From an optimization exercise on the open Yosys and OpenROAD flow, aimed at small area and a short achievable clock period; shortcuts taken in it are not production practice.
The RTL was checked by simulation tests, not by an equivalence proof against the original design.

==> run a: inputs <==
// cpu
module cpu(
    input clk,
    input reset,
    input [31:0] instruction_from_icache,
    input busywait_from_icache,
    input [31:0] data_from_dcache,
    input busywait_from_dcache,
    output [31:0] address_to_icache,
    output [31:0] reg0_output,reg1_output,reg2_output,reg3_output,reg4_output,reg5_output,reg6_output,
    output dcache_read,
    output dcache_write,
    output [31:0] dcache_address,
    output [31:0] dcache_writedata
  );
Settings: LEC_CHECK=0, ABC_AREA=1, CAP_MARGIN=35, CORE_MARGIN=2, CORE_UTILIZATION=35, CTS_BUF_LIST=sky130_fd_sc_hd__clkbuf_8, CTS_CLUSTER_DIAMETER=70, CTS_CLUSTER_SIZE=14, PLACE_DENSITY=0.6, SLEW_MARGIN=35; clock period 120.0 ns.
run.sh (not shown) runs the stock make flow with config.mk's settings and CLKGATE_MAP_FILE= SYNTH_SCRIPT=/design/flow/synth_recipe.tcl, a recipe that flattens the netlist after the stock synthesis.
==> run b (differences from run a) <==
--- a/flow/design.v
+++ b/flow/design.v
@@ -1,87 +1,78 @@
 module div_pre(
   input  [31:0] a, b,
   input         sgn,
   output [62:0] w,
-  output [32:0] dp,
-  output [2:0]  idx,
+  output [31:0] dp,
   output [4:0]  s,
   output        xneg, ds, dz, one
 );
   assign xneg = sgn & a[31];
   assign ds = sgn & b[31];
-  assign dz = b == 32'd0;
-  assign one = b == 32'd1;
-  wire le1 = dz | one;
-  wire m1 = sgn & (b == 32'hffffffff);
-  wire [31:0] t0 = ds ? ~b : b;
-  wire [32:0] b0 = {ds, b};
-  wire s4 = ~|t0[31:16];
-  wire [31:0] t1 = s4 ? {t0[15:0], 16'd0} : t0;
-  wire s3 = ~|t1[31:24];
-  wire [31:0] t2 = s3 ? {t1[23:0], 8'd0} : t1;
-  wire s2 = ~|t2[31:28];
-  wire [31:0] t3 = s2 ? {t2[27:0], 4'd0} : t2;
-  wire s1 = ~|t3[31:30];
-  wire [31:0] t4 = s1 ? {t3[29:0], 2'd0} : t3;
-  wire s0 = ~t4[31];
-  wire [4:0] sh = le1 ? 5'd0 : {s4, s3, s2, s1, s0};
-  assign s = sh;
-  wire [32:0] b1 = sh[4] ? {b0[16:0], 16'd0} : b0;
-  wire [32:0] b2 = sh[3] ? {b1[24:0], 8'd0} : b1;
-  wire [32:0] b3 = sh[2] ? {b2[28:0], 4'd0} : b2;
-  wire [32:0] b4 = sh[1] ? {b3[30:0], 2'd0} : b3;
-  wire [32:0] b5 = sh[0] ? {b4[31:0], 1'd0} : b4;
-  assign dp = le1 ? 33'd0 : b5;
-  assign idx = m1 ? 3'd0 : ds ? ~dp[30:28] : dp[30:28];
-  wire [62:0] x0 = {{30{xneg}}, xneg, a};
-  wire [62:0] x1 = sh[4] ? {x0[46:0], 16'd0} : x0;
-  wire [62:0] x2 = sh[3] ? {x1[54:0], 8'd0} : x1;
-  wire [62:0] x3 = sh[2] ? {x2[58:0], 4'd0} : x2;
-  wire [62:0] x4 = sh[1] ? {x3[60:0], 2'd0} : x3;
-  assign w = sh[0] ? {x4[61:0], 1'd0} : x4;
+  wire [31:0] du = ds ? -b : b;
+  wire le1 = ~|du[31:1];
+  assign dz = le1 & ~du[0];
+  assign one = le1 & du[0];
+  wire [32:0] xe = {xneg, a};
+  wire [32:0] xi = (one & ds) ? -xe : xe;
+  wire [31:0] d0 = du;
+  wire s4 = ~|d0[31:16];
+  wire [31:0] d1 = s4 ? {d0[15:0], 16'd0} : d0;
+  wire s3 = ~|d1[31:24];
+  wire [31:0] d2 = s3 ? {d1[23:0], 8'd0} : d1;
+  wire s2 = ~|d2[31:28];
+  wire [31:0] d3 = s2 ? {d2[27:0], 4'd0} : d2;
+  wire s1 = ~|d3[31:30];
+  wire [31:0] d4 = s1 ? {d3[29:0], 2'd0} : d3;
+  wire s0 = ~d4[31];
+  wire [31:0] d5 = s0 ? {d4[30:0], 1'd0} : d4;
+  assign s = le1 ? 5'd0 : {s4, s3, s2, s1, s0};
+  assign dp = le1 ? 32'd0 : d5;
+  wire [62:0] x0 = {{30{xi[32]}}, xi};
+  wire [62:0] x1 = (s4 & ~le1) ? {x0[46:0], 16'd0} : x0;
+  wire [62:0] x2 = (s3 & ~le1) ? {x1[54:0], 8'd0} : x1;
+  wire [62:0] x3 = (s2 & ~le1) ? {x2[58:0], 4'd0} : x2;
+  wire [62:0] x4 = (s1 & ~le1) ? {x3[60:0], 2'd0} : x3;
+  assign w = (s0 & ~le1) ? {x4[61:0], 1'd0} : x4;
 endmodule
 module srt_sel(
   input  [34:0] si, ci,
-  input  [2:0]  idx,
-  input         ds,
+  input  [31:0] dp,
   output [2:0]  q
 );
   wire [6:0] y = si[34:28] + ci[34:28];
-  wire hi = idx[2];
+  wire hi = dp[30];
   reg [6:0] m2;
   always @(*)
-    case (idx)
+    case (dp[30:28])
       3'd0: m2 = 7'd12; 3'd1: m2 = 7'd14; 3'd2: m2 = 7'd15; 3'd3: m2 = 7'd16;
       3'd4: m2 = 7'd18; 3'd5: m2 = 7'd19; 3'd6: m2 = 7'd20; default: m2 = 7'd22;
     endcase
   wire ge2 = $signed(y) >= $signed(m2);
   wire ge1 = $signed(y) >= $signed(hi ? 7'd6 : 7'd4);
   wire ge0 = $signed(y) >= $signed(hi ? 7'h79 : 7'h7b);
   wire gem1 = $signed(~y) <= $signed(m2);
   wire two = ge2 | ~gem1;
   wire one = (ge1 & ~ge2) | (gem1 & ~ge0);
-  assign q = {(two | one) & (~ge0 ^ ds), two, one};
+  assign q = {~ge0, two, one};
 endmodule
 module srt_csa(
   input  [34:0] si, ci,
-  input  [32:0] dp,
+  input  [31:0] dp,
   input  [2:0]  q,
   output [34:0] so, co
 );
   wire pos = ~q[2] & (q[1] | q[0]);
-  wire [34:0] m = ({35{q[0]}} & {{2{dp[32]}}, dp}) | ({35{q[1]}} & {dp[32], dp, 1'b0});
+  wire [34:0] m = ({35{q[0]}} & {3'b000, dp}) | ({35{q[1]}} & {2'b00, dp, 1'b0});
   wire [34:0] x = m ^ {35{pos}};
   assign so = si ^ ci ^ x;
   wire [34:0] mj = (si & ci) | (si & x) | (ci & x);
   assign co = {mj[33:0], pos};
 endmodule
 module srt_iters #(parameter J0 = 0, parameter J1 = 16, parameter QI = 0, parameter QO = 0) (
   input  [34:0] si, ci,
-  input  [32:0] dp,
-  input  [2:0]  idx,
-  input         ds,
+  input  [31:0] dp,
   input  [29:0] wl,
   input  [2:0]  qi,
   output [34:0] so, co,
   output [3*(J1-J0)-1:0] qd,
   output [2:0]  qo
@@ -96,11 +87,11 @@
       wire [34:0] sm, cy;
       wire [2:0] q;
       if (QI && j == J0) begin : qin
         assign q = qi;
       end else begin : qsel
-        srt_sel sl(.si(ss[j]), .ci(cc[j]), .idx(idx), .ds(ds), .q(q));
+        srt_sel sl(.si(ss[j]), .ci(cc[j]), .dp(dp), .q(q));
       end
       srt_csa st(.si(ss[j]), .ci(cc[j]), .dp(dp), .q(q), .so(sm), .co(cy));
       assign qd[3*(J1-1-j) +: 3] = q;
       if (j == 15) begin : last
         assign ss[j+1] = sm;
@@ -109,31 +100,28 @@
         assign ss[j+1] = {sm[32:0], wl[29-2*j -: 2]};
         assign cc[j+1] = {cy[32:0], 2'b00};
       end
     end
     if (QO) begin : qout
-      srt_sel sl(.si(ss[J1]), .ci(cc[J1]), .idx(idx), .ds(ds), .q(qo));
+      srt_sel sl(.si(ss[J1]), .ci(cc[J1]), .dp(dp), .q(qo));
     end else begin : noqout
       assign qo = 3'b000;
     end
   endgenerate
   assign so = ss[J1];
   assign co = cc[J1];
 endmodule
 module div_post(
   input  [34:0] rs, rc,
   input  [47:0] qd,
-  input  [32:0] dp,
+  input  [31:0] dp,
   input  [4:0]  s,
   input         xneg, ds, dz, one, selr,
   output [31:0] res
 );
-  wire sub = xneg ^ ds;
-  wire [34:0] dpe = {{2{dp[32]}}, dp};
   wire [34:0] r1 = rs + rc;
-  wire [34:0] dpa = sub ? -dpe : dpe;
-  wire [34:0] r2 = rs + rc + dpa;
+  wire [34:0] r2 = rs + rc + (xneg ? ~{3'b000, dp} + 35'd1 : {3'b000, dp});
   wire zero = ~|r1;
   wire corr = xneg ? (~r1[34] & ~zero) : r1[34];
   wire [34:0] rf = corr ? r2 : r1;
   wire [34:0] rsh = $signed(rf) >>> s;
   reg [31:0] p, n;
@@ -142,12 +130,14 @@
     for (k = 0; k < 16; k = k + 1) begin
       p[2*k +: 2] = qd[3*k+2] ? 2'b00 : qd[3*k +: 2];
       n[2*k +: 2] = qd[3*k+2] ? qd[3*k +: 2] : 2'b00;
     end
   end
-  wire [31:0] q0 = p - n;
-  wire [31:0] qc = sub ? q0 + 32'd1 : q0 - 32'd1;
+  wire [31:0] qa = ds ? n : p;
+  wire [31:0] qb = ds ? p : n;
+  wire [31:0] q0 = qa - qb;
+  wire [31:0] qc = (xneg ^ ds) ? qa - qb + 32'd1 : qa - qb - 32'd1;
   wire [31:0] qf = corr ? qc : q0;
   wire [31:0] qv = dz ? 32'hffffffff : one ? rf[31:0] : qf;
   wire [31:0] rv = one ? 32'd0 : rsh[31:0];
   assign res = selr ? rv : qv;
 endmodule
@@ -1473,33 +1463,31 @@
     .we(we_m), .wa(rd_m), .wd(wdata),
     .r0(reg0_output), .r1(reg1_output), .r2(reg2_output), .r3(reg3_output),
     .r4(reg4_output), .r5(reg5_output), .r6(reg6_output)
   );
   wire [62:0] dv_w;
-  wire [32:0] dv_dp;
-  wire [2:0]  dv_idx;
+  wire [31:0] dv_dp;
   wire [4:0]  dv_s;
   wire dv_xneg, dv_ds, dv_dz, dv_one;
-  div_pre dpre(.a(rs1v), .b(rs2v), .sgn(~f3[0]), .w(dv_w), .dp(dv_dp), .idx(dv_idx), .s(dv_s),
+  div_pre dpre(.a(rs1v), .b(rs2v), .sgn(~f3[0]), .w(dv_w), .dp(dv_dp), .s(dv_s),
                .xneg(dv_xneg), .ds(dv_ds), .dz(dv_dz), .one(dv_one));
   wire [34:0] d_ds, d_dc;
   wire [3*K1-1:0] d_dq;
   wire [2:0] d_qo;
   srt_iters #(.J0(0), .J1(K1), .QI(0), .QO(Q1)) dit1(.si({{2{dv_w[62]}}, dv_w[62:30]}), .ci(35'd0),
-               .dp(dv_dp), .idx(dv_idx), .ds(dv_ds), .wl(dv_w[29:0]), .qi(3'b000), .so(d_ds), .co(d_dc), .qd(d_dq), .qo(d_qo));
+               .dp(dv_dp), .wl(dv_w[29:0]), .qi(3'b000), .so(d_ds), .co(d_dc), .qd(d_dq), .qo(d_qo));
   reg we_x, mr_x, mw_x, br_x, jp_x;
   always @(posedge clk or posedge reset)
     if (reset) {we_x, mr_x, mw_x, br_x, jp_x} <= 5'd0;
     else if (bj) {we_x, mr_x, mw_x, br_x, jp_x} <= 5'd0;
     else if (!stall) {we_x, mr_x, mw_x, br_x, jp_x} <= {d_we, d_mr, d_mw, d_br, d_jp};
   reg [4:0] rd_x;
   reg [2:0] f3_x, aluop_x;
   reg [1:0] rsel_x;
   reg in1_x, in2_x, cpl_x, ld_x;
   reg [31:0] d1_x, d2_x, imm_x;
-  reg [2:0] dsh_x, dch_x, idx_x;
-  reg dps_x;
+  reg [2:0] dsh_x, dch_x;
   reg [3*K1-1:0] dq_x;
   reg [2:0] qo_x;
   reg [29:0] dw_x;
   reg [4:0] dvs_x;
   reg xneg_x, ds_x, dz_x, one_x;
@@ -1512,13 +1500,11 @@
       in1_x <= d_in1;
       in2_x <= d_in2;
       cpl_x <= d_cpl;
       ld_x <= is_ld;
       d1_x <= is_div ? d_ds[31:0] : rs1v;
-      d2_x <= is_div ? dv_dp[31:0] : rs2v;
-      dps_x <= dv_dp[32];
-      idx_x <= dv_idx;
+      d2_x <= is_div ? dv_dp : rs2v;
       imm_x <= is_div ? d_dc[31:0] : d_imm;
       dsh_x <= d_ds[34:32];
       dch_x <= d_dc[34:32];
       dq_x <= d_dq;
       qo_x <= d_qo;
@@ -1582,24 +1568,23 @@
       2'd2: res = alu;
       default: res = pc - 32'd4;
     endcase
   wire [34:0] x_ds, x_dc;
   wire [3*K2-1:0] x_dq;
-  wire [32:0] dp_x = {dps_x, d2_x};
+  wire [31:0] dp_x = d2_x;
   wire [2:0] x_qo;
   srt_iters #(.J0(K1), .J1(K1+K2), .QI(Q1), .QO(Q2)) dit2(.si({dsh_x, d1_x}), .ci({dch_x, imm_x}),
-               .dp(dp_x), .idx(idx_x), .ds(ds_x), .wl(dw_x), .qi(qo_x), .so(x_ds), .co(x_dc), .qd(x_dq), .qo(x_qo));
+               .dp(dp_x), .wl(dw_x), .qi(qo_x), .so(x_ds), .co(x_dc), .qd(x_dq), .qo(x_qo));
   wire div_x = (rsel_x == 2'd0) & f3_x[2];
   reg mr_m, mw_m;
   always @(posedge clk or posedge reset)
     if (reset) {we_m, mr_m, mw_m} <= 3'd0;
     else if (!stall) {we_m, mr_m, mw_m} <= {we_x, mr_x, mw_x};
   reg [2:0] f3_m;
   reg ld_m, dv_m;
   reg [31:0] res_m, sd_m;
-  reg [2:0] dsh_m, idx_m;
-  reg dps_m;
+  reg [2:0] dsh_m;
   reg [34:0] dc_m;
   reg [3*(K1+K2)-1:0] dq_m;
   reg [2:0] qo_m;
   reg [29:0] dw_m;
   reg [4:0] dvs_m;
@@ -1612,12 +1597,10 @@
       dv_m <= div_x;
       res_m <= div_x ? x_ds[31:0] : res;
       sd_m <= (f3_x == 3'b000) ? {24'd0, d2_x[7:0]} :
               (f3_x == 3'b001) ? {16'd0, d2_x[15:0]} : d2_x;
       dsh_m <= x_ds[34:32];
-      dps_m <= dps_x;
-      idx_m <= idx_x;
       dc_m <= x_dc;
       dq_m <= {dq_x, x_dq};
       qo_m <= x_qo;
       dw_m <= dw_x;
       dvs_m <= dvs_x;
@@ -1637,14 +1620,14 @@
       3'b101: ldv = {16'd0, data_from_dcache[15:0]};
       default: ldv = 32'd0;
     endcase
   wire [34:0] m_ds, m_dc;
   wire [3*(16-K1-K2)-1:0] m_dq;
-  wire [32:0] dp_m = {dps_m, sd_m};
+  wire [31:0] dp_m = sd_m;
   wire [2:0] m_qo;
   srt_iters #(.J0(K1+K2), .J1(16), .QI(Q2), .QO(0)) dit3(.si({dsh_m, res_m}), .ci(dc_m),
-               .dp(dp_m), .idx(idx_m), .ds(ds_m), .wl(dw_m), .qi(qo_m), .so(m_ds), .co(m_dc), .qd(m_dq), .qo(m_qo));
+               .dp(dp_m), .wl(dw_m), .qi(qo_m), .so(m_ds), .co(m_dc), .qd(m_dq), .qo(m_qo));
   wire [31:0] dres;
   div_post dpost(.rs(m_ds), .rc(m_dc), .qd({dq_m, m_dq}), .dp(dp_m), .s(dvs_m),
                  .xneg(xneg_m), .ds(ds_m), .dz(dz_m), .one(one_m), .selr(f3_m[1]), .res(dres));
   assign wdata = ld_m ? ldv : dv_m ? dres : res_m;
 endmodule
Settings changed: CORE_UTILIZATION 35 to 30, PLACE_DENSITY 0.6 to 0.5, SLEW_MARGIN 35 to 60.
==> run notes <==
	run a	run b
Antenna diode count	61	42
Standard cell area after detailed placement	161000 sq um	166000 sq um
Met2 Wirelength	320000 um	357000 um
Clock Skew	213 ps	187 ps
Number of inserted filler cells in the final layout	44200	53600
Initial antenna violation count	91	69
Signal inverters	2421	2366
Complex-gate fraction of the synthesized area	0.137	0.130
Fraction of area in non-clock buffers	0.0516	0.0614
Outcome	timing/DRC/antenna clean	timing/DRC/antenna clean
Maximum clock frequency	33.1 MHz	35.9 MHz
Count of distinct cell types in the synthesized netlist	84	95
Fraction of area in clock buffers and inverters	0.0161	0.0159
Top cell type's share of synthesized area	0.246	0.243
Routed wire per std cell	32.6 um	32.6 um
Final setup slack of the worst path	89800 ps	92160 ps

==> what the ideal ports hide <==
Ports are ideal in the flow. The routed layouts listed here were re-timed in OpenROAD. Step 1, drivers: a clkbuf_16 drives clk and a buf_2 each remaining input, both assumed. Step 2 moves the port delays by t, midway between the first and last clock arrival at a register: inputs arrive t later, outputs are due t later. That takes back most of the time a late clock gives input paths. Slacks: no drivers / after step 1 / after step 2; pairs: no drivers / after step 1.
run	t (ns)	setup WS [ns]	latest minus earliest clock arrival (ns)
run a	1.171	89.799 / 89.799 / 89.799	0.213 / 0.213
run b	1.131	92.161 / 92.161 / 92.161	0.188 / 0.188
After both steps every run listed still meets setup and hold.
